From an optimization exercise on the open Yosys and OpenROAD flow, aimed at a short achievable clock period and few clock cycles; shortcuts taken in it are not production practice.
The RTL was checked by simulation tests, not by an equivalence proof against the original design.
Power and IR drop assume default switching activity.

**flow/design.v**
```verilog
module adder32(
    input [31:0] in0, in1,
    output [31:0] out
);
assign out = in0 + in1;
endmodule
module mux2(
    input sel,
    input [31:0] in0, in1,
    output [31:0] out
);
    function [31:0] select;
        input [31:0] in0,in1;
        input sel;
        case (sel) 
            1'b0: select = in0;
            1'b1: select = in1;
            default: select = in0;
        endcase
    endfunction
    assign out = select(in0, in1, sel);
endmodule
module mux3(
    input [1:0] sel,
    input [31:0] in0, in1, in2, 
    output [31:0] out
);
    function [31:0] select;
        input [31:0] in0,in1,in2;
        input [1:0] sel;
        case (sel) 
            2'b00: select = in0;
            2'b01: select = in1;
            2'b10: select = in2;
            2'b11: select = in1;
            default: select = in0;
        endcase
    endfunction
    assign out = select(in0, in1, in2, sel);
endmodule
module mux4(
    input [2:0] sel,
    input [31:0] in0, in1, in2, in3, 
    output [31:0] out
);
    function [31:0] select;
        input [31:0] in0,in1,in2,in3;
        input [2:0] sel;
        case (sel) 
            3'b000: select = in0;
            3'b001: select = in1;
            3'b010: select = in2;
            3'b100: select = in3;
            default: select = in0;
        endcase
    endfunction
    assign out = select(in0, in1, in2, in3, sel);
endmodule
module AND(
    input [2:0] NPCOp_in,
    input Zero,
    output [2:0] NPCOp_new
);
assign NPCOp_new = {NPCOp_in[2:1], NPCOp_in[0]&Zero};
endmodule
module shift(
    input [31:0] ImmGen_in,
    output [31:0] ImmGen_out
);
assign ImmGen_out = ImmGen_in << 1;
endmodule
module PC_reg_NEW(
    input clk,
    input we,
    input clr,
    input [31:0] NPC,
    output reg [31:0] PC
);
always @(posedge clk)
begin
    if(clr)
        begin
            PC <= 32'b0;
        end
    else
        if(we)
        begin
            PC <= NPC;
        end
end
endmodule
module IF_stage(
    input [31:0] PC, PC_b, PC_jal, PC_jalr,
    input [2:0] NPCOp,
    output [31:0] NPC, PCPLUS4
);
adder32 U_PCPLUS4(
    .in0(PC),
    .in1(32'b0000_0000_0000_0000_0000_0000_0000_0100),
    .out(PCPLUS4)
);
mux4 U_NPC(
    .sel(NPCOp),
    .in0(PCPLUS4),
    .in1(PC_b),
    .in2(PC_jal),
    .in3(PC_jalr),
    .out(NPC)
);
endmodule
module IF_ID_NEW(
    input clk,
    input [31:0] instr_in,
    input [31:0] PCPLUS4_in,
    input [31:0] PC_in,
    input we,
    input clr,
    output reg [31:0] instr_out,
    output reg [31:0] PCPLUS4_out,
    output reg [31:0] PC_out
);
always @(posedge clk)
begin
    if(clr)
        begin
            instr_out <= 32'b0;
            PCPLUS4_out <= 32'b0;
            PC_out <= 32'b0;
        end
    else
        if(we)
        begin
            instr_out <= instr_in;
            PCPLUS4_out <= PCPLUS4_in;
            PC_out <= PC_in;
        end
end
endmodule
module ctrl(
   input [31:0] instr_in,
   output       RegWrite,  
   output [5:0] EXTOp,     
   output [4:0] ALUOp,     
   output [2:0] NPCOp,     
   output ALUSrc,          
	output mem_w,
   output [3:0] wea,
   output [1:0] WDSel      
);
   wire [6:0]  Op;           
   wire [6:0]  Funct7;       
   wire [2:0]  Funct3;       
   assign Op = instr_in[6:0];   
   assign Funct7 = instr_in[31:25];  
   assign Funct3 = instr_in[14:12];  
   wire rtype  = ~Op[6]&Op[5]&Op[4]&~Op[3]&~Op[2]&Op[1]&Op[0];  
   wire i_add  = rtype& ~Funct7[6]&~Funct7[5]&~Funct7[4]&~Funct7[3]&~Funct7[2]&~Funct7[1]&~Funct7[0]&~Funct3[2]&~Funct3[1]&~Funct3[0];  
   wire i_sub  = rtype& ~Funct7[6]& Funct7[5]&~Funct7[4]&~Funct7[3]&~Funct7[2]&~Funct7[1]&~Funct7[0]&~Funct3[2]&~Funct3[1]&~Funct3[0];  
   wire i_or   = rtype& ~Funct7[6]&~Funct7[5]&~Funct7[4]&~Funct7[3]&~Funct7[2]&~Funct7[1]&~Funct7[0]& Funct3[2]& Funct3[1]&~Funct3[0];  
	wire i_xor	= rtype& ~Funct7[6]&~Funct7[5]&~Funct7[4]&~Funct7[3]&~Funct7[2]&~Funct7[1]&~Funct7[0]& Funct3[2]&~Funct3[1]&~Funct3[0];  
   wire i_and  = rtype& ~Funct7[6]&~Funct7[5]&~Funct7[4]&~Funct7[3]&~Funct7[2]&~Funct7[1]&~Funct7[0]& Funct3[2]& Funct3[1]& Funct3[0];  
	wire i_sll	= rtype& ~Funct7[6]&~Funct7[5]&~Funct7[4]&~Funct7[3]&~Funct7[2]&~Funct7[1]&~Funct7[0]&~Funct3[2]&~Funct3[1]& Funct3[0];  
	wire i_sra	= rtype& ~Funct7[6]& Funct7[5]&~Funct7[4]&~Funct7[3]&~Funct7[2]&~Funct7[1]&~Funct7[0]& Funct3[2]&~Funct3[1]& Funct3[0];  
	wire i_srl	= rtype& ~Funct7[6]&~Funct7[5]&~Funct7[4]&~Funct7[3]&~Funct7[2]&~Funct7[1]&~Funct7[0]& Funct3[2]&~Funct3[1]& Funct3[0];  
	wire i_slt	= rtype& ~Funct7[6]&~Funct7[5]&~Funct7[4]&~Funct7[3]&~Funct7[2]&~Funct7[1]&~Funct7[0]&~Funct3[2]& Funct3[1]&~Funct3[0];  
	wire i_sltu	= rtype& ~Funct7[6]&~Funct7[5]&~Funct7[4]&~Funct7[3]&~Funct7[2]&~Funct7[1]&~Funct7[0]&~Funct3[2]& Funct3[1]& Funct3[0];  
   wire itype_l= ~Op[6]&~Op[5]&~Op[4]&~Op[3]&~Op[2]&Op[1]&Op[0];  
	wire i_lw	= itype_l&~Funct3[2]& Funct3[1]&~Funct3[0];  
	wire i_lh	= itype_l&~Funct3[2]&~Funct3[1]& Funct3[0];  
	wire i_lhu	= itype_l& Funct3[2]&~Funct3[1]& Funct3[0];  
	wire i_lb	= itype_l&~Funct3[2]&~Funct3[1]&~Funct3[0];  
	wire i_lbu	= itype_l& Funct3[2]&~Funct3[1]&~Funct3[0];  
	wire itype_r= ~Op[6]&~Op[5]&Op[4]&~Op[3]&~Op[2]&Op[1]&Op[0];  
	wire i_addi	= itype_r&~Funct3[2]&~Funct3[1]&~Funct3[0];  
	wire i_ori	= itype_r& Funct3[2]& Funct3[1]&~Funct3[0];  
	wire i_xori	= itype_r& Funct3[2]&~Funct3[1]&~Funct3[0];  
	wire i_andi	= itype_r& Funct3[2]& Funct3[1]& Funct3[0];  
	wire i_srai	= itype_r& Funct3[2]&~Funct3[1]& Funct3[0]&~Funct7[6]& Funct7[5]&~Funct7[4]&~Funct7[3]&~Funct7[2]&~Funct7[1]&~Funct7[0];  
	wire i_slti	= itype_r&~Funct3[2]& Funct3[1]&~Funct3[0];  
	wire i_sltiu= itype_r&~Funct3[2]& Funct3[1]& Funct3[0];  
	wire i_slli	= itype_r&~Funct3[2]&~Funct3[1]& Funct3[0]&~Funct7[6]&~Funct7[5]&~Funct7[4]&~Funct7[3]&~Funct7[2]&~Funct7[1]&~Funct7[0];  
	wire i_srli	= itype_r& Funct3[2]&~Funct3[1]& Funct3[0]&~Funct7[6]&~Funct7[5]&~Funct7[4]&~Funct7[3]&~Funct7[2]&~Funct7[1]&~Funct7[0];  
	wire i_jalr = Op[6]&Op[5]&~Op[4]&~Op[3]&Op[2]&Op[1]&Op[0]; 
   wire stype  = ~Op[6]&Op[5]&~Op[4]&~Op[3]&~Op[2]&Op[1]&Op[0]; 
   wire i_sw   = stype&~Funct3[2]& Funct3[1]&~Funct3[0];  
	wire i_sh 	= stype&~Funct3[2]&~Funct3[1]& Funct3[0];  
	wire i_sb	= stype&~Funct3[2]&~Funct3[1]&~Funct3[0];  
   wire sbtype = Op[6]&Op[5]&~Op[4]&~Op[3]&~Op[2]&Op[1]&Op[0]; 
   wire i_beq  = sbtype&~Funct3[2]&~Funct3[1]&~Funct3[0];  
	wire i_bne 	= sbtype&~Funct3[2]&~Funct3[1]& Funct3[0];  
	wire i_blt	= sbtype& Funct3[2]&~Funct3[1]&~Funct3[0];  
	wire i_bge	= sbtype& Funct3[2]&~Funct3[1]& Funct3[0];  
	wire i_bltu	= sbtype& Funct3[2]& Funct3[1]&~Funct3[0];  
	wire i_bgeu	= sbtype& Funct3[2]& Funct3[1]& Funct3[0];  
	wire i_lui	= ~Op[6]&Op[5]&Op[4]&~Op[3]&Op[2]&Op[1]&Op[0];  
	wire i_auipc= ~Op[6]&~Op[5]&Op[4]&~Op[3]&Op[2]&Op[1]&Op[0];  
   wire i_jal  = Op[6]&Op[5]&~Op[4]&Op[3]&Op[2]&Op[1]&Op[0]; 
	assign RegWrite   = rtype | itype_r | | itype_l | i_jalr | i_jal | i_lui | i_auipc;  
	assign ALUSrc     = itype_r | itype_l | stype | i_jal | i_jalr | i_lui | i_auipc;    
  assign EXTOp[5] = i_srai | i_slli | i_srli;
  assign EXTOp[4] = i_ori | i_andi | i_jalr | i_addi | i_xori | i_slti | i_sltiu | itype_l;  
  assign EXTOp[3] = stype; 
  assign EXTOp[2] = sbtype; 
  assign EXTOp[1] = i_lui | i_auipc;   
  assign EXTOp[0] = i_jal;         
  assign wea[3] = i_sw;
  assign wea[2] = i_sw;
  assign wea[1] = i_sw | i_sh;
  assign wea[0] = i_sw | i_sh | i_sb;
  assign mem_w = i_sw | i_sh | i_sb;
  assign WDSel[0] = itype_l;
  assign WDSel[1] = i_jal | i_jalr;
  assign NPCOp[0] = sbtype;
  assign NPCOp[1] = i_jal;
  assign NPCOp[2] = i_jalr;
	assign ALUOp[0] = i_add|i_or|i_sll|i_sra|i_sltu|i_addi|i_ori|i_srai|i_sltiu|i_slli|i_jalr|itype_l||stype|i_bne|i_bge|i_bgeu|i_lui|i_jal;
	assign ALUOp[1] = i_add|i_and|i_sll|i_slt|i_sltu|i_addi|i_andi|i_slti|i_sltiu|i_slli|i_jalr|itype_l|stype|i_blt|i_bge|i_auipc|i_jal;
	assign ALUOp[2] = i_sub|i_or|i_xor|i_and|i_sll|i_ori|i_xori|i_andi|i_slli|i_beq|i_bne|i_blt|i_bge;
	assign ALUOp[3] = i_or|i_xor|i_and|i_sll|i_slt|i_sltu|i_ori|i_xori|i_andi|i_slti|i_sltiu|i_slli|i_bltu|i_bgeu;
	assign ALUOp[4] = i_sra|i_srl|i_srai|i_srli;
endmodule
module RF(   
    input clk, 
    input rst,
    input RFWr, 
    input [31:0] instr_in,
    input [4:0] wregnum, 
    input [31:0] WD, 
    output [31:0] RD1, RD2
);
  wire [4:0]  rs1;
  wire [4:0]  rs2;
  assign rs1 = instr_in[19:15];
  assign rs2 = instr_in[24:20];
  reg [31:0] rf[31:0];
  integer i;
  always @(negedge clk)
    if (rst)     
      for (i=1; i<32; i=i+1)
        rf[i] <= 0;
    else 
      if (RFWr)
      begin
        rf[wregnum] <= WD;
      end
  assign RD1 = (rs1 != 0) ? rf[rs1] : 0;
  assign RD2 = (rs2 != 0) ? rf[rs2] : 0; 
endmodule 
module EXT( 
	input [31:0] instr_in,
	input [5:0] EXTOp,
	output reg [31:0] immout
	);
	wire [4:0] iimm_shamt;
	wire [11:0] iimm,simm,bimm;
	wire [19:0] uimm,jimm;
	assign iimm_shamt=instr_in[24:20];
	assign iimm=instr_in[31:20];
	assign simm={instr_in[31:25],instr_in[11:7]};
	assign bimm={instr_in[31],instr_in[7],instr_in[30:25],instr_in[11:8]};
	assign uimm=instr_in[31:12];
	assign jimm={instr_in[31],instr_in[19:12],instr_in[20],instr_in[30:21]};
	always  @(*)
	 case (EXTOp)
		6'b100000:   immout<={27'b0,iimm_shamt[4:0]};
		6'b010000:	immout <= {{20{iimm[11]}}, iimm[11:0]};
		6'b001000:	immout <= {{20{simm[11]}}, simm[11:0]};
		6'b000100:  immout <= {{20{bimm[11]}}, bimm[11:0]};
		6'b000010:	immout <= {uimm[19:0], 12'b0}; 
		6'b000001:	immout <= {{12{jimm[19]}}, jimm[19:0]};
		default:	        immout <= 32'b0;
	 endcase
endmodule
module ID_stage(
    input clk,
    input rst,
    input [31:0] instr_in, 
    input RegWrite_in,
    input [4:0] wregnum,
    input [31:0] WD,
    output RegWrite_out,
    output [4:0] ALUOp_out,
    output [2:0] NPCOp_out,
    output ALUSrc_out,
    output mem_w_out,
    output [3:0] wea_out,
    output [1:0] WDSel_out,
    output [31:0] rs1_out,
    output [31:0] rs2_out,
    output [4:0] wregnum_out,
    output [31:0] ImmGen_out
);
assign wregnum_out = instr_in[11:7];
wire [5:0] EXTOp;
ctrl U_ctrl(
    .instr_in(instr_in),
    .RegWrite(RegWrite_out),
    .EXTOp(EXTOp),
    .ALUOp(ALUOp_out),
    .NPCOp(NPCOp_out),
    .ALUSrc(ALUSrc_out),
    .mem_w(mem_w_out),
    .wea(wea_out),
    .WDSel(WDSel_out)
);
RF U_RF(
    .clk(clk),
    .rst(rst),
    .RFWr(RegWrite_in),
    .instr_in(instr_in),
    .wregnum(wregnum),
    .WD(WD),
    .RD1(rs1_out),
    .RD2(rs2_out)
);
EXT U_EXT(
    .instr_in(instr_in),
    .EXTOp(EXTOp),
    .immout(ImmGen_out)
);
endmodule
module ID_EXE_NEW(
    input clk,
    input we,
    input clr,
    input RegWrite_in,
    input [4:0] ALUOp_in,
    input [2:0] NPCOp_in,
    input ALUSrc_in,
    input mem_w_in,
    input [3:0] wea_in,
    input [1:0] WDSel_in,
    input [31:0] rs1_in,
    input [31:0] rs2_in,
    input [4:0] wregnum_in,
    input [31:0] ImmGen_in,
    input [31:0] PCPLUS4_in,
    input [31:0] PC_in,
    input [1:0] rs1_fwd_sel_in,
    input [1:0] rs2_fwd_sel_in,
    output reg RegWrite_out,
    output reg [4:0] ALUOp_out,
    output reg [2:0] NPCOp_out,
    output reg ALUSrc_out,
    output reg mem_w_out,
    output reg [3:0] wea_out,
    output reg [1:0] WDSel_out,
    output reg [31:0] rs1_out,
    output reg [31:0] rs2_out,
    output reg [4:0] wregnum_out,
    output reg [31:0] ImmGen_out,
    output reg [31:0] PCPLUS4_out,
    output reg [31:0] PC_out,
    output reg [1:0] rs1_fwd_sel_out,
    output reg [1:0] rs2_fwd_sel_out
);
always @(posedge clk)
begin
    if(clr)
        begin
            RegWrite_out <= 1'b0;
            ALUOp_out <= 5'b0;
            NPCOp_out <= 3'b0;
            ALUSrc_out <= 1'b0;
            mem_w_out <= 1'b0;
            wea_out <= 4'b0;
            WDSel_out <= 2'b0;
            rs1_out <= 32'b0;
            rs2_out <= 32'b0;
            wregnum_out <= 5'b0;
            ImmGen_out <= 32'b0;
            PCPLUS4_out <= 32'b0;
            PC_out <= 32'b0;
            rs1_fwd_sel_out <= 2'b0;
            rs2_fwd_sel_out <= 2'b0;
        end
    else
        if(we)
            begin
            RegWrite_out <= RegWrite_in;
            ALUOp_out <= ALUOp_in;
            NPCOp_out <= NPCOp_in;
            ALUSrc_out <= ALUSrc_in;
            mem_w_out <= mem_w_in;
            wea_out <= wea_in;
            WDSel_out <= WDSel_in;
            rs1_out <= rs1_in;
            rs2_out <= rs2_in;
            wregnum_out <= wregnum_in;
            ImmGen_out <= ImmGen_in;
            PCPLUS4_out <= PCPLUS4_in;
            PC_out <= PC_in;
            rs1_fwd_sel_out <= rs1_fwd_sel_in;
            rs2_fwd_sel_out <= rs2_fwd_sel_in;
            end
end
endmodule
module alu(A, B, ALUOp, C, Zero,PC);
   input  signed [31:0] A, B;
   input         [4:0]  ALUOp;
   input  [31:0] PC;
   output signed [31:0] C;
   output Zero;
   reg signed [31:0] C;
   integer    i;
   always @* 
	begin
      case ( ALUOp )
			5'b00000:C=A;
			5'b00001:C=B;
			5'b00010:C=PC+B;
			5'b00011:C=A+B;
			5'b00100:C=A-B;
			5'b00101:C={31'b0,(A==B)};
			5'b00110:C={31'b0,(A>=B)};
			5'b00111:C={31'b0,(A<B)};
			5'b01000:C={31'b0,($unsigned(A)>=$unsigned(B))};
			5'b01001:C={31'b0,($unsigned(A)<$unsigned(B))};
			5'b01010:C={31'b0,(A<B)};
			5'b01011:C={31'b0,($unsigned(A)<$unsigned(B))};
			5'b01100:C=A^B;
			5'b01101:C=A|B;
			5'b01110:C=A&B;
			5'b01111:C=A<<B;
			5'b10000:C=A>>B;
			5'b10001:C=($signed(A))>>>B;
			default:C=32'b0;
      endcase
   end  
   assign Zero = (C == 32'b0);
endmodule
module EXE_stage(
    input [4:0] ALUOp_in,
    input [2:0] NPCOp_in,
    input ALUSrc_in,
    input [31:0] rs1_in,
    input [31:0] rs2_in,
    input [31:0] ImmGen,
    input [31:0] PC,
    input [31:0] WriteBackData_Fwd,
    input [31:0] ALU_result_Fwd,
    input [1:0] rs1_fwd_sel,
    input [1:0] rs2_fwd_sel,
    output [31:0] ALU_B,
    output [2:0] NPCOp_new,
    output [31:0] ALU_result,
    output [31:0] BranchAddr
);
wire [31:0] ALU_A;
mux3 rs1_fwd_mux(
    .sel(rs1_fwd_sel),
    .in0(rs1_in),
    .in1(ALU_result_Fwd),
    .in2(WriteBackData_Fwd),
    .out(ALU_A)
);
mux3 rs2_fwd_mux(
    .sel(rs2_fwd_sel),
    .in0(rs2_in),
    .in1(ALU_result_Fwd),
    .in2(WriteBackData_Fwd),
    .out(ALU_B)
);
wire [31:0] ALUSrc2;
mux2 U_ALUSrc(
    .sel(ALUSrc_in),
    .in0(ALU_B),
    .in1(ImmGen),
    .out(ALUSrc2)
);
wire Zero;
alu U_ALU(
    .A(ALU_A),
    .B(ALUSrc2),
    .ALUOp(ALUOp_in),
    .PC(PC),
    .C(ALU_result),
    .Zero(Zero)
);
AND U_AND(
    .NPCOp_in(NPCOp_in),
    .Zero(Zero),
    .NPCOp_new(NPCOp_new)
);
wire [31:0] ImmGen_out;
shift U_shift(
    .ImmGen_in(ImmGen),
    .ImmGen_out(ImmGen_out)
);
adder32 adder_branch(
    .in0(ImmGen_out),
    .in1(PC),
    .out(BranchAddr)
);
endmodule
module EXE_MEM_NEW(
    input clk,
    input we,
    input clr,
    input RegWrite_in,
    input mem_w_in,
    input [3:0] wea_in,
    input [1:0] WDSel_in,
    input [31:0] ALU_result_in,
    input [31:0] ALU_B_in,
    input [4:0] wregnum_in,
    input [31:0] PCPLUS4_in,
    output reg RegWrite_out,
    output reg mem_w_out,
    output reg [3:0] wea_out,
    output reg [1:0] WDSel_out,
    output reg [31:0] ALU_result_out,
    output reg [31:0] ALU_B_out,
    output reg [4:0] wregnum_out,
    output reg [31:0] PCPLUS4_out
);
always @(posedge clk)
begin
    if(clr)
        begin
            RegWrite_out <= 1'b0;
            mem_w_out <= 1'b0;
            wea_out <= 4'b0;
            WDSel_out <= 2'b0;
            ALU_result_out <= 32'b0;
            ALU_B_out <= 32'b0;
            wregnum_out <= 5'b0;
            PCPLUS4_out <= 32'b0;
        end
    else
        if(we)
        begin
            RegWrite_out <= RegWrite_in;
            mem_w_out <= mem_w_in;
            wea_out <= wea_in;
            WDSel_out <= WDSel_in;
            ALU_result_out <= ALU_result_in;
            ALU_B_out <= ALU_B_in;
            wregnum_out <= wregnum_in;
            PCPLUS4_out <= PCPLUS4_in;
        end
end
endmodule
module MEM_WB_NEW(
   input clk,
    input we,
    input clr,
    input RegWrite_in,
    input [1:0] WDSel_in,
    input [31:0] ALU_result_in,
    input [31:0] dout_in,
    input [4:0] wregnum_in,
    input  [31:0] PCPLUS4_in, 
    output reg RegWrite_out,
    output reg [1:0] WDSel_out,
    output reg [31:0] ALU_result_out,
    output reg [31:0] dout_out,
    output reg [4:0] wregnum_out,
    output reg [31:0] PCPLUS4_out
);
always @(posedge clk)
begin
    if(clr)
        begin
            RegWrite_out <= 1'b0;
            WDSel_out <= 2'b0;
            ALU_result_out <= 32'b0;
            dout_out <= 32'b0;
            wregnum_out <= 5'b0;
            PCPLUS4_out <= 32'b0;
        end
    else
        if(we)
        begin
            RegWrite_out <= RegWrite_in;
            WDSel_out <= WDSel_in;
            ALU_result_out <= ALU_result_in;
            dout_out <= dout_in;
            wregnum_out <= wregnum_in;
            PCPLUS4_out <= PCPLUS4_in;
        end
end
endmodule
module WB_stage(
    input [31:0] ALU_result,
    input [31:0] DM_data,
    input [1:0] WDSel,
    input [31:0] PCPLUS4,
    output [31:0] WriteBackData
);
mux3 U_WB(
    .sel(WDSel),
    .in0(ALU_result),
    .in1(DM_data),
    .in2(PCPLUS4),
    .out(WriteBackData)
);
endmodule
module HazardCtrl(
    input [31:0] instr,
    input RegWrite_EXE,
    input [4:0] wregnum_EXE,  
    input [2:0]  NPCOp_new_EXE,  
    input [1:0] WDSel_EXE,  
    input RegWrite_MEM,  
    input [4:0] wregnum_MEM,  
    output reg stall,
    output [1:0] rs1_fwd_sel,
    output [1:0] rs2_fwd_sel,
    output Flush_IF_ID,
    output Flush_ID_EXE
);
wire [6:0] Op;
wire [4:0] rs1;
wire [4:0] rs2;
assign Op = instr[6:0];
assign rs1 = instr[19:15];
assign rs2 = instr[24:20];
wire jtype = Op[6]&Op[5]&~Op[4]&~Op[3]&Op[2]&Op[1]&Op[0];  
wire btype = Op[6]&Op[5]&~Op[4]&~Op[3]&~Op[2]&Op[1]&Op[0];  
wire itype_load = ~Op[6]&~Op[5]&~Op[4]&~Op[3]&~Op[2]&Op[1]&Op[0];  
wire stype = ~Op[6]&Op[5]&~Op[4]&~Op[3]&~Op[2]&Op[1]&Op[0];  
wire itype_register = ~Op[6]&~Op[5]&Op[4]&~Op[3]&~Op[2]&Op[1]&Op[0];  
wire rtype = ~Op[6]&Op[5]&Op[4]&~Op[3]&~Op[2]&Op[1]&Op[0];  
wire rs1_used = jtype | btype | itype_load | stype | itype_register | rtype;
wire rs2_used = btype | stype | rtype;
assign rs1_fwd_sel[0] = RegWrite_EXE & (rs1 == wregnum_EXE) & (wregnum_EXE != 5'b00000);
assign rs1_fwd_sel[1] = RegWrite_MEM & (rs1 == wregnum_MEM) & (wregnum_MEM != 5'b00000);
assign rs2_fwd_sel[0] = RegWrite_EXE & (rs2 == wregnum_EXE) & (wregnum_EXE != 5'b00000); 
assign rs2_fwd_sel[1] = RegWrite_MEM & (rs2 == wregnum_MEM) & (wregnum_MEM != 5'b00000);
wire load_use;
assign load_use = (rs1_used & (rs1 != 5'b00000) & WDSel_EXE[0] & (rs1 == wregnum_EXE)) | 
                (rs2_used & (rs2 != 5'b00000) & WDSel_EXE[0] & (rs2 == wregnum_EXE)); 
assign Flush_IF_ID = NPCOp_new_EXE[0] + NPCOp_new_EXE[1] + NPCOp_new_EXE[2]; 
assign Flush_ID_EXE = NPCOp_new_EXE[0] + NPCOp_new_EXE[1] + NPCOp_new_EXE[2] + load_use;
always @*
begin 
    if(load_use == 1)
        stall = load_use;
    else
        stall = 0;
end
endmodule
module PipelineCPU_top(
    input Clk_CPU,
    input rst,
    input [31:0] inst_in,
    input [31:0] Data_in,
    output mem_w,
    output [31:0] PC_out,
    output [31:0] Addr_out,
    output [31:0] Data_out,
    output [3:0] wea
);
wire we, clr;
assign we = 1'b1;
assign clr = rst;
wire [31:0] NPC_out;
wire [31:0] PC_IF;
wire [31:0] BranchAddr;
wire [31:0] ALU_result_EXE;
wire [2:0] NPCOp_new;
wire [31:0] PCPLUS4_IF;
wire [31:0] PCPLUS4_ID;
wire [31:0] instr_IF;
wire [31:0] instr_ID;
wire [31:0] PC_ID;
wire stall;
PC_reg_NEW PC(
    .clk(Clk_CPU),
    .we(~stall),
    .clr(clr),
    .NPC(NPC_out),
    .PC(PC_IF)
);
assign PC_out = PC_IF;
IF_stage IF(
    .PC(PC_IF),
    .PC_b(BranchAddr),
    .PC_jal(BranchAddr),
    .PC_jalr(ALU_result_EXE),
    .NPCOp(NPCOp_new),
    .NPC(NPC_out),
    .PCPLUS4(PCPLUS4_IF)
);
assign instr_IF = inst_in;
wire Flush_IF_ID;
IF_ID_NEW IF_ID(
    .clk(Clk_CPU),
    .instr_in(instr_IF),
    .PCPLUS4_in(PCPLUS4_IF),
    .PC_in(PC_IF),
    .we(~stall),
    .clr(Flush_IF_ID | rst),
    .instr_out(instr_ID),
    .PCPLUS4_out(PCPLUS4_ID),
    .PC_out(PC_ID)
);
wire RegWrite_from_WB;
wire RegWrite_from_ID;
wire [31:0] WriteBackData;
wire [4:0] ALUOp_ID;  
wire [2:0] NPCOp_ID;
wire ALUSrc_ID;
wire mem_w_ID;
wire [3:0] wea_ID;
wire [1:0] WDSel_ID;
wire [31:0] rs1_ID;
wire [31:0] rs2_ID;
wire [4:0] wregnum_ID;
wire [4:0] wregnum_from_WB;
wire [31:0] ImmGen_ID;
ID_stage ID(
    .clk(Clk_CPU),
    .rst(rst),
    .instr_in(instr_ID),
    .RegWrite_in(RegWrite_from_WB),
    .wregnum(wregnum_from_WB),
    .WD(WriteBackData),
    .RegWrite_out(RegWrite_from_ID),
    .ALUOp_out(ALUOp_ID),
    .NPCOp_out(NPCOp_ID),
    .ALUSrc_out(ALUSrc_ID),
    .mem_w_out(mem_w_ID),
    .wea_out(wea_ID),
    .WDSel_out(WDSel_ID),
    .rs1_out(rs1_ID),
    .rs2_out(rs2_ID),
    .wregnum_out(wregnum_ID),
    .ImmGen_out(ImmGen_ID)
);
wire RegWrite_EXE;
wire [4:0] ALUOp_EXE;
wire [2:0] NPCOp_EXE;
wire ALUSrc_EXE;
wire mem_w_EXE;
wire [3:0] wea_EXE;
wire [1:0] WDSel_EXE;
wire [31:0] rs1_EXE;
wire [31:0] rs2_EXE;
wire [4:0] wregnum_EXE;
wire [31:0] ImmGen_EXE;
wire [31:0] PCPLUS4_EXE;
wire [31:0] PC_EXE;
wire [1:0] rs1_fwd_sel_ID;
wire [1:0] rs2_fwd_sel_ID;
wire [1:0] rs1_fwd_sel_EXE;
wire [1:0] rs2_fwd_sel_EXE;
wire Flush_ID_EXE;
ID_EXE_NEW ID_EXE(
    .clk(Clk_CPU),
    .we(we),
    .clr(Flush_ID_EXE | rst),
    .RegWrite_in(RegWrite_from_ID),
    .ALUOp_in(ALUOp_ID),
    .NPCOp_in(NPCOp_ID),
    .ALUSrc_in(ALUSrc_ID),
    .mem_w_in(mem_w_ID),
    .wea_in(wea_ID),
    .WDSel_in(WDSel_ID),
    .rs1_in(rs1_ID),
    .rs2_in(rs2_ID),
    .wregnum_in(wregnum_ID),
    .ImmGen_in(ImmGen_ID),
    .PCPLUS4_in(PCPLUS4_ID),
    .PC_in(PC_ID),
    .rs1_fwd_sel_in(rs1_fwd_sel_ID),
    .rs2_fwd_sel_in(rs2_fwd_sel_ID),
    .RegWrite_out(RegWrite_EXE),
    .ALUOp_out(ALUOp_EXE),
    .NPCOp_out(NPCOp_EXE),
    .ALUSrc_out(ALUSrc_EXE),
    .mem_w_out(mem_w_EXE),
    .wea_out(wea_EXE),
    .WDSel_out(WDSel_EXE),
    .rs1_out(rs1_EXE),
    .rs2_out(rs2_EXE),
    .wregnum_out(wregnum_EXE),
    .ImmGen_out(ImmGen_EXE),
    .PCPLUS4_out(PCPLUS4_EXE),
    .PC_out(PC_EXE),
    .rs1_fwd_sel_out(rs1_fwd_sel_EXE),
    .rs2_fwd_sel_out(rs2_fwd_sel_EXE)
);
wire [31:0] ALU_result_MEM;
wire [31:0] ALU_B_EXE;
EXE_stage EXE(
    .ALUOp_in(ALUOp_EXE),
    .NPCOp_in(NPCOp_EXE),
    .ALUSrc_in(ALUSrc_EXE),
    .rs1_in(rs1_EXE),
    .rs2_in(rs2_EXE),
    .ImmGen(ImmGen_EXE),
    .PC(PC_EXE),
    .WriteBackData_Fwd(WriteBackData),
    .ALU_result_Fwd(ALU_result_MEM),
    .rs1_fwd_sel(rs1_fwd_sel_EXE),
    .rs2_fwd_sel(rs2_fwd_sel_EXE),
    .ALU_B(ALU_B_EXE),
    .NPCOp_new(NPCOp_new),
    .ALU_result(ALU_result_EXE),
    .BranchAddr(BranchAddr)
);
wire RegWrite_MEM;
wire [1:0] WDSel_MEM;
wire mem_w_MEM;
wire [3:0] wea_MEM;
wire [31:0] rs2_MEM;
wire [4:0] wregnum_MEM;
wire [31:0] PCPLUS4_MEM;
EXE_MEM_NEW EXE_MEM(
    .clk(Clk_CPU),
    .we(we),
    .clr(clr),
    .RegWrite_in(RegWrite_EXE),
    .mem_w_in(mem_w_EXE),
    .wea_in(wea_EXE),
    .WDSel_in(WDSel_EXE),
    .ALU_result_in(ALU_result_EXE),
    .ALU_B_in(ALU_B_EXE),
    .wregnum_in(wregnum_EXE),
    .PCPLUS4_in(PCPLUS4_EXE),
    .RegWrite_out(RegWrite_MEM),
    .mem_w_out(mem_w_MEM),
    .wea_out(wea_MEM),
    .WDSel_out(WDSel_MEM),
    .ALU_result_out(ALU_result_MEM),
    .ALU_B_out(rs2_MEM),
    .wregnum_out(wregnum_MEM),
    .PCPLUS4_out(PCPLUS4_MEM)
);
wire [31:0] ReadData_MEM;
assign mem_w = mem_w_MEM;
assign wea = wea_MEM;
assign Addr_out = ALU_result_MEM;
assign Data_out = rs2_MEM;
assign ReadData_MEM = Data_in;
wire [1:0] WDSel_WB;
wire [31:0] ALU_result_WB;
wire [31:0] dout_WB;
wire [31:0] PCPLUS4_WB;
MEM_WB_NEW MEM_WB(
    .clk(Clk_CPU),
    .we(we),
    .clr(clr),
    .RegWrite_in(RegWrite_MEM),
    .WDSel_in(WDSel_MEM),
    .ALU_result_in(ALU_result_MEM),
    .dout_in(ReadData_MEM),
    .wregnum_in(wregnum_MEM),
    .PCPLUS4_in(PCPLUS4_MEM),
    .RegWrite_out(RegWrite_from_WB),
    .WDSel_out(WDSel_WB),
    .ALU_result_out(ALU_result_WB),
    .dout_out(dout_WB),
    .wregnum_out(wregnum_from_WB),
    .PCPLUS4_out(PCPLUS4_WB)
);
WB_stage WB(
    .ALU_result(ALU_result_WB),
    .DM_data(dout_WB),
    .WDSel(WDSel_WB),
    .PCPLUS4(PCPLUS4_WB),
    .WriteBackData(WriteBackData)
);
HazardCtrl U_HazardCtrl(
    .instr(instr_ID),
    .RegWrite_EXE(RegWrite_EXE),
    .wregnum_EXE(wregnum_EXE),
    .NPCOp_new_EXE(NPCOp_new),
    .WDSel_EXE(WDSel_EXE),
    .RegWrite_MEM(RegWrite_MEM),
    .wregnum_MEM(wregnum_MEM),
    .stall(stall),
    .rs1_fwd_sel(rs1_fwd_sel_ID),
    .rs2_fwd_sel(rs2_fwd_sel_ID),
    .Flush_IF_ID(Flush_IF_ID),
    .Flush_ID_EXE(Flush_ID_EXE)
);
endmodule
```
**flow/run.sh**
```bash
#!/bin/bash
# synth_recipe.tcl (not shown) runs the flow's synth.tcl, then flattens the netlist and writes it again
# the make line also repeats each setting of config.mk as NAME=value (left out here)
make -C /OpenROAD-flow-scripts/flow DESIGN_CONFIG=/design/flow/config.mk WORK_HOME=/design/flow/orfs CLKGATE_MAP_FILE= SYNTH_SCRIPT=/design/flow/synth_recipe.tcl finish
```
**flow/config.mk**
```make
export PLATFORM = sky130hd
export DESIGN_NAME = PipelineCPU_top
export DESIGN_NICKNAME = PipelineCPU_top
export VERILOG_FILES = /design/flow/design.v
export SDC_FILE = /design/flow/constraint.sdc
export NUM_CORES = 4
export LEC_CHECK = 0
export CAP_MARGIN = 20
export CORE_MARGIN = 2
export CORE_UTILIZATION = 40
export SLEW_MARGIN = 20
```
**flow/constraint.sdc**
```tcl
create_clock -name core_clock -period 9.0 [get_ports {Clk_CPU}]
set_input_delay 1.8000 -clock core_clock [delete_from_list [all_inputs] [get_ports {Clk_CPU}]]
set_output_delay 1.8000 -clock core_clock [all_outputs]
set_load 0.01 [all_outputs]
```
==> run notes <==
- Status: timing/DRC/antenna clean
- GP Congestion: 1.06
- First-pass GRT wire length: 498 mm
- Largest net degree at the start of global routing: 151
- Post-Place Setup Slack: 0.499 ns
- CP most frequent cell: buf_4
- Congestion Overflow GR: 0
- CTS resizes: 0
- Register bit total from synthesis: 1543
- Root Buffer Master: clkbuf_16
- Number of synthesized flops with an enable pin: 1024
- CP Launch Type: flip-flop
- Synth top area share: 0.360
- Mapped Cells: 7544
- GRT Overall Usage: 0.315
- Net Count, Synth: 7774
- CP Data Arrival Time: 9.06 ns
- Number of CTS-inserted buffers: 170
- Port Buffers: 166
- RSZ-0062 raised after global routing: false
- Xor and xnor area share after synthesis: 0.0132
- Critical path buffers and inverters: 6
- Synth Area in Adders: 0.0244
- Final hold violation count: 0
- Starting Density: 0.402
- WL/cell: 30.1 um
- Clock sinks: 1543
- Via count: 71500
- Relative slew margins: 0.0921
- Achievable frequency: 119 MHz
- 1st-iter DRT viols: 10600
- Final Skew: 0.0809 ns
- Top Family by Delay on Critical Path: compound AO/OA/AOI/OAI gates
- Die width: 466 um
- Vias in the first global route: 71400
- CTS Hold Bufs: 0
- Tot Pwr: 20.2 mW
- Post-synth ARST share: 0
- Post CTS Setup Buffer Count: 0
- Fin util: 0.479
- Yosys warns: 12
- Footprint of the multi-input gates: 41400 um^2
- Syn-to-layout area delta: 19.1%
- Worst Hold Slack: 0.435 ns
- Power density over the cells: 198 nW/um^2
- CTS Buffer Depth: 3
- Largest fanout on the critical path: 61
- I/O pin cnt: 167
- Worst-margin pin slew: 1.35 ns
- Synth Area in Compound Gates: 0.101
- R2r worst-path depth: 26
- Final Max Slew Viols: 0
- WHS Path Cells: 1
- Leakage power: 40.4 nW
- Chip height: 466 um
- Fill count: 19300
- Hold crit path type: flip-flop to flip-flop
- CP required: 9.69 ns
- Routed wire length: 349 mm
- Setup_tns: 0 ns
- Final period util: 0.930
- Synth top area cells: edfxtp_1 (36%), mux4_2 (17%), dfxtp_1 (12%), nor2_1 (6.4%), mux2i_1 (2.5%)
- CP Capture Type: flip-flop
- Die ar.: 217000 um^2
- Critical path depth in cells: 26
- VDD IR max: 221 uV
- FF/Latch Area: 41200 um^2
- Final #Nets: 8867
- Antenna violations before repair: 21
- Max-cap viol count: 0
- Clock transition at the registers of the reported paths: 0.06 ns
- Avg Inst Size Synth: 11.3 um^2
- Yosys cell types: 108
- Final setup violation count: 0
- Slowest stage delay, CP: 0.58 ns
- CORE AREA: 212000 um^2
- Skew-Pair Late Insertion Delay: 0.85 ns
- DRC errors left: 0
- WS Path Type: flip-flop to flip-flop
- CP max-delay cell: or4_1
- Tmin final: 8.37 ns
- Mapped Area: 85400 um^2
- CTS tree: done
- Layout cells sized above 1: 0.177
- Detailed-route vias per instance: 6.16
- Synth area leader: edfxtp_1
- Setup ws final: 0.628 ns
- Largest family of logic cells by synthesized area: multiplexers
- Reg2reg setup slack: 0.63 ns
- Total number of H-tree levels: 4
- Multiplexer share of the synthesized area: 0.200
- Router iterations before antenna repair: 9
- Post-DP HPWL: 248 mm
- Antenna viol nets, final: 0
- Sequential share of the synthesized area: 0.482
- Post-Synth Simple-Gate Area: 0.141
- FP Rows: 169
- Ys flop type: edfxtp_1
synth_stat cells (all sizes together), types with 112 or more instances:
master / number
clkbuf: 487
inv: 180
ha: 160
dfxtp: 519
buf: 173
and3: 112
mux4: 641
a21oi: 337
nor2b: 177
nor2: 1457
edfxtp: 1024
nand2: 505
o21ai: 209
mux2i: 215
per-stage QoR:
stage | instance area, um^2 | std cells
finish | 102000 | 11600
global route | 102000 | 11600
CTS | 102000 | 11600
detailed placement | 91900 | 10300
global placement | 91900 | 10300
floorplan | 85400 | 7544
flip-flops by register name (all words and copies together) (netlist names), 32 cells and up:
| name | cells |
|---|---|
| ID_EXE.PCPLUS4_out | 32 |
| EXE_MEM.ALU_result_out | 32 |
| MEM_WB.ALU_result_out | 32 |
| ID.U_RF.rf | 1024 |
| EXE_MEM.PCPLUS4_out | 32 |
| ID_EXE.rs2_out | 32 |
| IF_ID.PCPLUS4_out | 32 |
| ID_EXE.rs1_out | 32 |
| MEM_WB.dout_out | 32 |
| EXE_MEM.ALU_B_out | 32 |
| IF_ID.instr_out | 32 |
| PC.PC | 32 |
| ID_EXE.ImmGen_out | 32 |
| MEM_WB.PCPLUS4_out | 32 |
layout by cell type, fill, tap and decap left out, types with 32 or more instances in the layout:
cell type,n
a31oi_1,56
mux2_2,35
nand2_2,66
buf_12,38
nand3_1,82
and3_1,112
a21o_1,42
nor2_1,1453
o21ai_0,173
xnor2_1,84
o211ai_1,38
mux4_2,641
o22ai_1,54
o21a_1,33
xor2_1,39
nand2_1,438
buf_4,350
mux2i_1,201
a221oi_1,32
o221ai_1,58
inv_1,1220
clkbuf_16,176
ha_1,160
o31ai_1,37
nor2b_1,176
a21oi_1,334
nand2b_1,67
nor3_1,96
clkdlybuf4s50_1,165
edfxtp_1,1024
dfxtp_1,503
a211oi_1,78
a22oi_1,36
worst register-to-register path, stage by stage, from the launching register on:
cell       delay, ns
dfxtp_2         0.34
buf_4           0.57
o31a_1          0.57
nand2_1         0.10
o21ai_0         0.38
inv_1           0.39
ha_1            0.46
a211o_1         0.33
a21o_1          0.21
nand2b_1        0.19
xor2_1          0.21
a221o_1         0.35
a221o_1         0.38
a41oi_1         0.27
o2111a_1        0.51
and4_1          0.26
nand4bb_1       0.10
or4_1           0.58
or4_1           0.55
buf_4           0.20
buf_4           0.16
o31ai_2         0.22
buf_4           0.16
nand2_1         0.06
buf_4           0.15
a2111oi_0       0.43
nor4_1          0.10
cell families after synthesis:
group	Yosys count
compound gates	1263
xor+xnor	125
fa+ha+maj	164
buf+inv	841
flops	1543
mux	898
simple gates	2710
where the power goes:
part,switching [mW],internal (mW)
combinational,1.87,1.06
sequential,0.219,7.80
clock,4.32,4.88
per-layer routing:
layer | share of wire | up-vias | track usage
met1 | 0.37 | 35600 | 0.398
li1 | - | 30300 | -
met5 | 0.00020 | - | 0
met4 | 0.065 | 10 | 0.192
met2 | 0.45 | 4708 | 0.482
met3 | 0.11 | 895 | 0.0866
layout make-up:
cell class	count	share of cell area
Tap cell	2821	0.0347
Clock buffer	187	0.0443
Inverter	180	0.00669
Multi-Input combinational cell	5160	0.407
Sequential cell	1543	0.405
Clock inverter	1143	0.0515
Antenna cell	8	0.000197
Timing Repair Buffer	558	0.0507
final timing paths:
path	endpoint	from
max	PC.PC[10]	ID_EXE.rs2_fwd_sel_out[0]
min	MEM_WB.WDSel_out[1]	EXE_MEM.WDSel_out[1]
max reg2reg	PC.PC[10]	ID_EXE.rs2_fwd_sel_out[0]
min reg2reg	MEM_WB.WDSel_out[1]	EXE_MEM.WDSel_out[1]
Testbench counts, summed over its fixed seeds: cycles 85,726.
